This is an optimization exercise on Yosys and OpenROAD, whose aim is small area and a short achievable clock period, not a production implementation. RTL that was checked went through simulation tests only; none was proved equivalent to the original. The clock port is modelled as an ideal driver, which makes a skipped or thinned clock tree look cheaper than it is; a real chip needs a root buffer or a tree. No activity file was given, so power comes from the tool's default toggle rates.

## trial 73
## reservation_station
module reservation_station #(
    parameter RS_SIZE = 8,
    parameter PR_BITS = 6,
    parameter ROB_SIZE = 16,
    parameter ROB_BITS = $clog2(ROB_SIZE)
)(
    input  logic clk,
    input  logic rst,
    input  logic                  dispatch_en,
    input  logic [PR_BITS-1:0]    src1,
    input  logic [PR_BITS-1:0]    src2,
    input  logic [PR_BITS-1:0]    dst,
    input  logic                  src1_ready,
    input  logic                  src2_ready,
    input  logic                  use_imm,
    input  logic [31:0]           imm,
    input  logic [ROB_BITS-1:0]   alloc_rob_idx,
    input  logic                  dispatch_is_branch,
    input  logic [31:0]           dispatch_pc,
    input logic [1:0] dispatch_br_type,
    input  logic                  wb_valid,
    input  logic [PR_BITS-1:0]    wb_phys,
    input  logic                  issue_grant,
    output logic [1:0] issue_br_type,
    output logic                  issue_valid,
    output logic [PR_BITS-1:0]    issue_src1,
    output logic [PR_BITS-1:0]    issue_src2,
    output logic [PR_BITS-1:0]    issue_dst,
    output logic                  issue_use_imm,
    output logic [31:0]           issue_imm,
    output logic                  issue_is_branch,
    output logic [31:0]           issue_pc,
    output logic [ROB_BITS-1:0]   issue_rob_idx,
    output logic [$clog2(RS_SIZE)-1:0] issue_idx,
    output logic                  rs_full
);
    localparam int W = 3*PR_BITS + 1 + 32 + ROB_BITS + 1 + 32 + 2;
    localparam int NSEL = 6;
    logic [W-1:0] din;
    assign din = {src1, src2, dst, use_imm, imm, alloc_rob_idx,
                  dispatch_is_branch, dispatch_pc, dispatch_br_type};
    logic [RS_SIZE-1:0] rs_valid;
    logic [RS_SIZE-1:0] rs_rdy1;    
    logic [RS_SIZE-1:0] rs_rdy2;
    logic [W-1:0]       rs_data [RS_SIZE];
    logic [RS_SIZE-1:0] sel_q [NSEL];
    logic [RS_SIZE-1:0] sel;
    assign sel = sel_q[0];
    logic       valid_q, full_q;
    logic [2:0] idx_q;
    always_ff @(posedge clk) begin
  ...
Size in the first run: about 1,600 cells after synthesis, ~790 flip-flops, ~200 I/O pins, about 29,000 sq um of cells after synthesis.
export LEC_CHECK = 0
export CAP_MARGIN = 20
export CORE_MARGIN = 2
export CORE_UTILIZATION = 65
export PLACE_DENSITY = 0.75
export SETUP_SLACK_MARGIN = 2.3
export SLEW_MARGIN = 20
export TNS_END_PERCENT = 5
create_clock -name core_clock -period 4.5 [get_ports {clk}]
standard.sh (not shown) runs the stock make flow with config.mk's settings and CLKGATE_MAP_FILE= SYNTH_SCRIPT=/design/flow/synth_recipe.tcl, a recipe that flattens the netlist after the stock synthesis.
==> flow/flow/run.sh <==
#!/bin/bash
# Standard ORFS layout, with plain buffers on the ports instead of the
# delay-cell buffers that buffer_ports picks by default, extra settings from
# flow/extra.mk, and flow/post_cts.tcl run at the end of CTS.
set -euo pipefail
EXTRA=()
[[ -f flow/extra.mk ]] && while IFS= read -r l; do [[ -n "$l" ]] && EXTRA+=("$l"); done < flow/extra.mk
bash standard.sh "BUFFER_PORTS_ARGS=-buffer_cell sky130_fd_sc_hd__buf_1" "POST_CTS_TCL=$PWD/flow/post_cts.tcl" "${EXTRA[@]}" finish > flow_standard.log 2>&1
==> flow/flow/extra.mk <==
CTS_ARGS=-sink_clustering_enable -repair_clock_nets -dont_use_dummy_load -sink_clustering_size 24 -sink_clustering_max_diameter 80
==> flow/flow/post_cts.tcl <==
set block [ord::get_db_block]
set root [$block findInst clkbuf_0_clk]
if {$root != "NULL"} {
  set in_net [[$root findITerm A] getNet]
  set out_net [[$root findITerm X] getNet]
  set loads {}
  foreach it [$out_net getITerms] {
    if {[$it getInst] != $root} { lappend loads $it }
  }
  if {[llength $loads] <= 4 && [llength [$out_net getBTerms]] == 0} {
    puts "post_cts: removing [$root getName], clock port now feeds [llength $loads] buffers"
    foreach it $loads {
      $it disconnect
      $it connect $in_net
    }
    odb::dbInst_destroy $root
    odb::dbNet_destroy $out_net
    estimate_parasitics -placement
    repair_timing_helper
    detailed_placement
    check_placement -verbose
  } else {
    puts "post_cts: root buffer kept ([llength $loads] loads)"
  }
}
Here is what was changed in the inputs of build 56 compared with trial 73.
Settings: TNS_END_PERCENT no longer set, was 5; SETUP_SLACK_MARGIN now 1.9, was 2.3.
==> flow/flow/run.sh <==
#!/bin/bash
# Standard ORFS layout, with plain buffers on the ports instead of the
# delay-cell buffers that buffer_ports picks by default.
set -euo pipefail
EXTRA=()
[[ -f flow/extra.mk ]] && while IFS= read -r l; do [[ -n "$l" ]] && EXTRA+=("$l"); done < flow/extra.mk
bash standard.sh "BUFFER_PORTS_ARGS=-buffer_cell sky130_fd_sc_hd__buf_1" "${EXTRA[@]}" finish > flow_standard.log 2>&1
==> flow/flow/extra.mk <==
CTS_ARGS=-sink_clustering_enable -repair_clock_nets -dont_use_dummy_load -sink_clustering_size 30 -sink_clustering_max_diameter 80
removed: flow/flow/post_cts.tcl
Findings:
| worst hold slack | higher: trial 73 |
Diff trial 73..build 56 | number of buffer and inverter instances along the worst setup path | unchanged
Part of the power in registers, build 56 and trial 73: smaller value in build 56
Number of gates on the worst path with buffers counted ended up 5 lower on build 56 than on trial 73.
Delta(share of power burned in the clock network, build 56 - trial 73) < 0
Detailed router's first-iteration violation count: build 56 higher than trial 73
Going from trial 73 to build 56, final cell count grew slightly.
Against trial 73, build 56 reports a final net count that is higher.
Any difference in total count of max-transition violations in the final report between trial 73 and build 56 is small enough to ignore.
In build 56, the required time reported for the critical path endpoint came out 1160 ps below the value in trial 73.
Taking trial 73 over build 56, the wire length per cell after detailed routing ratio works out to 0.930.

* * *

Another version of the RTL of reservation_station (not shown whole).
Size: about 200 I/O pins, ~29000 um^2 of cells after synthesis.
Settings: LEC_CHECK=0, CAP_MARGIN=20, CORE_MARGIN=2, CORE_UTILIZATION=65, PLACE_DENSITY=0.75, SETUP_SLACK_MARGIN=2.3, SLEW_MARGIN=20, TNS_END_PERCENT=100; clock period 4.5 ns.
==> flow/flow/run.sh <==
#!/bin/bash
# Standard ORFS layout, with plain buffers on the ports instead of the
# delay-cell buffers that buffer_ports picks by default, extra settings from
# flow/extra.mk, and flow/post_cts.tcl run at the end of CTS.
set -euo pipefail
EXTRA=()
[[ -f flow/extra.mk ]] && while IFS= read -r l; do [[ -n "$l" ]] && EXTRA+=("$l"); done < flow/extra.mk
bash standard.sh "BUFFER_PORTS_ARGS=-buffer_cell sky130_fd_sc_hd__buf_1" "POST_CTS_TCL=$PWD/flow/post_cts.tcl" "${EXTRA[@]}" finish > flow_standard.log 2>&1
==> flow/flow/extra.mk <==
CTS_ARGS=-sink_clustering_enable -repair_clock_nets -dont_use_dummy_load -sink_clustering_size 24 -sink_clustering_max_diameter 80
==> flow/flow/post_cts.tcl <==
set block [ord::get_db_block]
set root [$block findInst clkbuf_0_clk]
if {$root != "NULL"} {
  set in_net [[$root findITerm A] getNet]
  set out_net [[$root findITerm X] getNet]
  set loads {}
  foreach it [$out_net getITerms] {
    if {[$it getInst] != $root} { lappend loads $it }
  }
  if {[llength $loads] <= 4 && [llength [$out_net getBTerms]] == 0} {
    puts "post_cts: removing [$root getName], clock port now feeds [llength $loads] buffers"
    foreach it $loads {
      $it disconnect
      $it connect $in_net
    }
    odb::dbInst_destroy $root
    odb::dbNet_destroy $out_net
    estimate_parasitics -placement
    repair_timing_helper
    detailed_placement
    check_placement -verbose
  } else {
    puts "post_cts: root buffer kept ([llength $loads] loads)"
  }
}
The first run ran to the end with no violations.
Next try:
Settings changed: TNS_END_PERCENT 100 to 30.
The changed run passed the timing, design-rule and antenna checks.
Register-to-register slack is worse by 130 ps.
Global-route usage is about the same.
Synthesized cell count is unchanged.
Routed wire length drops by 2.1%.
Final area drops by 1.3%.
Sequential share of layout area climbs by 0.78 points.
Setup slack is worse by 260 ps.
Total power drops by 2.7%.
Next try:
==> flow/flow/extra.mk (replaced) <==
CTS_ARGS=-sink_clustering_enable -repair_clock_nets -dont_use_dummy_load -sink_clustering_size 28 -sink_clustering_max_diameter 70
Settings changed: CORE_UTILIZATION 65 to 72, PLACE_DENSITY 0.75 to 0.82, TNS_END_PERCENT 30 to 5.
Combinational power falls by a quarter to a third.
Total power falls by roughly a tenth.
Routed wire length falls by roughly a tenth.
Synthesized cell count stays the same.
Non-clock buffer count falls by 78.
Next try:
==> flow/flow/extra.mk (replaced) <==
CTS_ARGS=-sink_clustering_enable -repair_clock_nets -dont_use_dummy_load -sink_clustering_size 24 -sink_clustering_max_diameter 80
Settings changed: CORE_UTILIZATION 72 to 60, PLACE_DENSITY 0.82 to 0.7, SETUP_SLACK_MARGIN 2.3 to 2.0.
What happened: The new run went through all stages and came out clean; register-to-register slack improves by 220 ps; non-clock buffer count climbs by 10; global-route usage shrinks by 6.1 points; sequential share of layout area went down by 0.16 points; final area is about the same; clock skew rises by 16 ps; via count came out lower by 5.4%; power went down by 0.85%; synthesized area does not change; setup slack improved by 120 ps; clock power is higher by about 2%.

* * *

Another version of the RTL of reservation_station (not shown whole).
For scale: ~1600 cells after synthesis, roughly 800 flip-flops.
export LEC_CHECK = 0
export CAP_MARGIN = 20
export CORE_MARGIN = 2
export CORE_UTILIZATION = 65
export PLACE_DENSITY = 0.75
export SETUP_SLACK_MARGIN = 2.3
export SLEW_MARGIN = 20
export TNS_END_PERCENT = 5
create_clock -name core_clock -period 4.5 [get_ports {clk}]
==> flow/flow/extra.mk <==
CTS_ARGS=-sink_clustering_enable -repair_clock_nets -dont_use_dummy_load -sink_clustering_size 24 -sink_clustering_max_diameter 80
Scripts as last shown in full above: flow/flow/run.sh, flow/flow/post_cts.tcl
The starting point completed with no timing, DRC or antenna violations.
Edit:
==> flow/flow/run.sh (replaced) <==
#!/bin/bash
# Standard ORFS layout, with plain buffers on the ports instead of the
# delay-cell buffers that buffer_ports picks by default.
set -euo pipefail
EXTRA=()
[[ -f flow/extra.mk ]] && while IFS= read -r l; do [[ -n "$l" ]] && EXTRA+=("$l"); done < flow/extra.mk
bash standard.sh "BUFFER_PORTS_ARGS=-buffer_cell sky130_fd_sc_hd__buf_1" "${EXTRA[@]}" finish > flow_standard.log 2>&1
--- a/flow/config.mk
+++ b/flow/config.mk
@@ -8,6 +8,6 @@
 export CAP_MARGIN = 20
 export CORE_MARGIN = 2
-export CORE_UTILIZATION = 65
-export PLACE_DENSITY = 0.75
+export CORE_UTILIZATION = 75
+export PLACE_DENSITY = 0.85
 export SETUP_SLACK_MARGIN = 2.3
 export SLEW_MARGIN = 20
removed: flow/flow/post_cts.tcl
Result: The changed run went through all stages and came out clean. Global-route usage goes up by 5.7 points. Core utilization goes up by 11 points. Power goes up by 0.63%. Routed wire length goes up by 2.6%.
No functional check of the RTL was part of any run of this note.

## static timing again, ports no longer ideal
The flow's constraints put no driver on any port. The routed layouts listed below were extracted and timed again, unchanged, in two steps. Step 1 sets driving cells, clkbuf_16 on the clock port and buf_2 on the other inputs (assumed; they add their load-dependent delay and slew). Step 2 times the ports against the registers' clock, not the clock port: input delays grow and output delays shrink by t, the midpoint of the rising clock arrivals with the driver on. Three values: no drivers, after step 1, after step 2; two values: the first two.
run	shift t [ns]	setup WS [ns]	latest minus earliest clock arrival (ns)	worst data-port slew with drivers (ns)
trial 73	0.502	1.704 / 1.769 / 1.266	0.036 / 0.035	0.11
build 56	0.621	1.701 / 1.642 / 1.100	0.053 / 0.053	0.09
the first run of note 2	0.517	1.771 / 1.664 / 1.289	0.060 / 0.060	0.15
the second run of note 2	0.507	1.515 / 1.570 / 1.063	0.032 / 0.032	0.12
the third run of note 2	0.493	1.744 / 1.773 / 1.312	0.042 / 0.041	0.11
the fourth run of note 2	0.492	1.861 / 1.804 / 1.441	0.047 / 0.046	0.14
the first run of note 3	0.497	1.661 / 1.722 / 1.225	0.030 / 0.030	0.11
the second run of note 3	0.625	1.701 / 1.643 / 1.166	0.034 / 0.033	0.10
After both steps setup and hold are still met in every run listed. For build 56, which loses most, drivers alone change the setup slack by -0.059 ns; drivers and shift together by -0.601 ns.
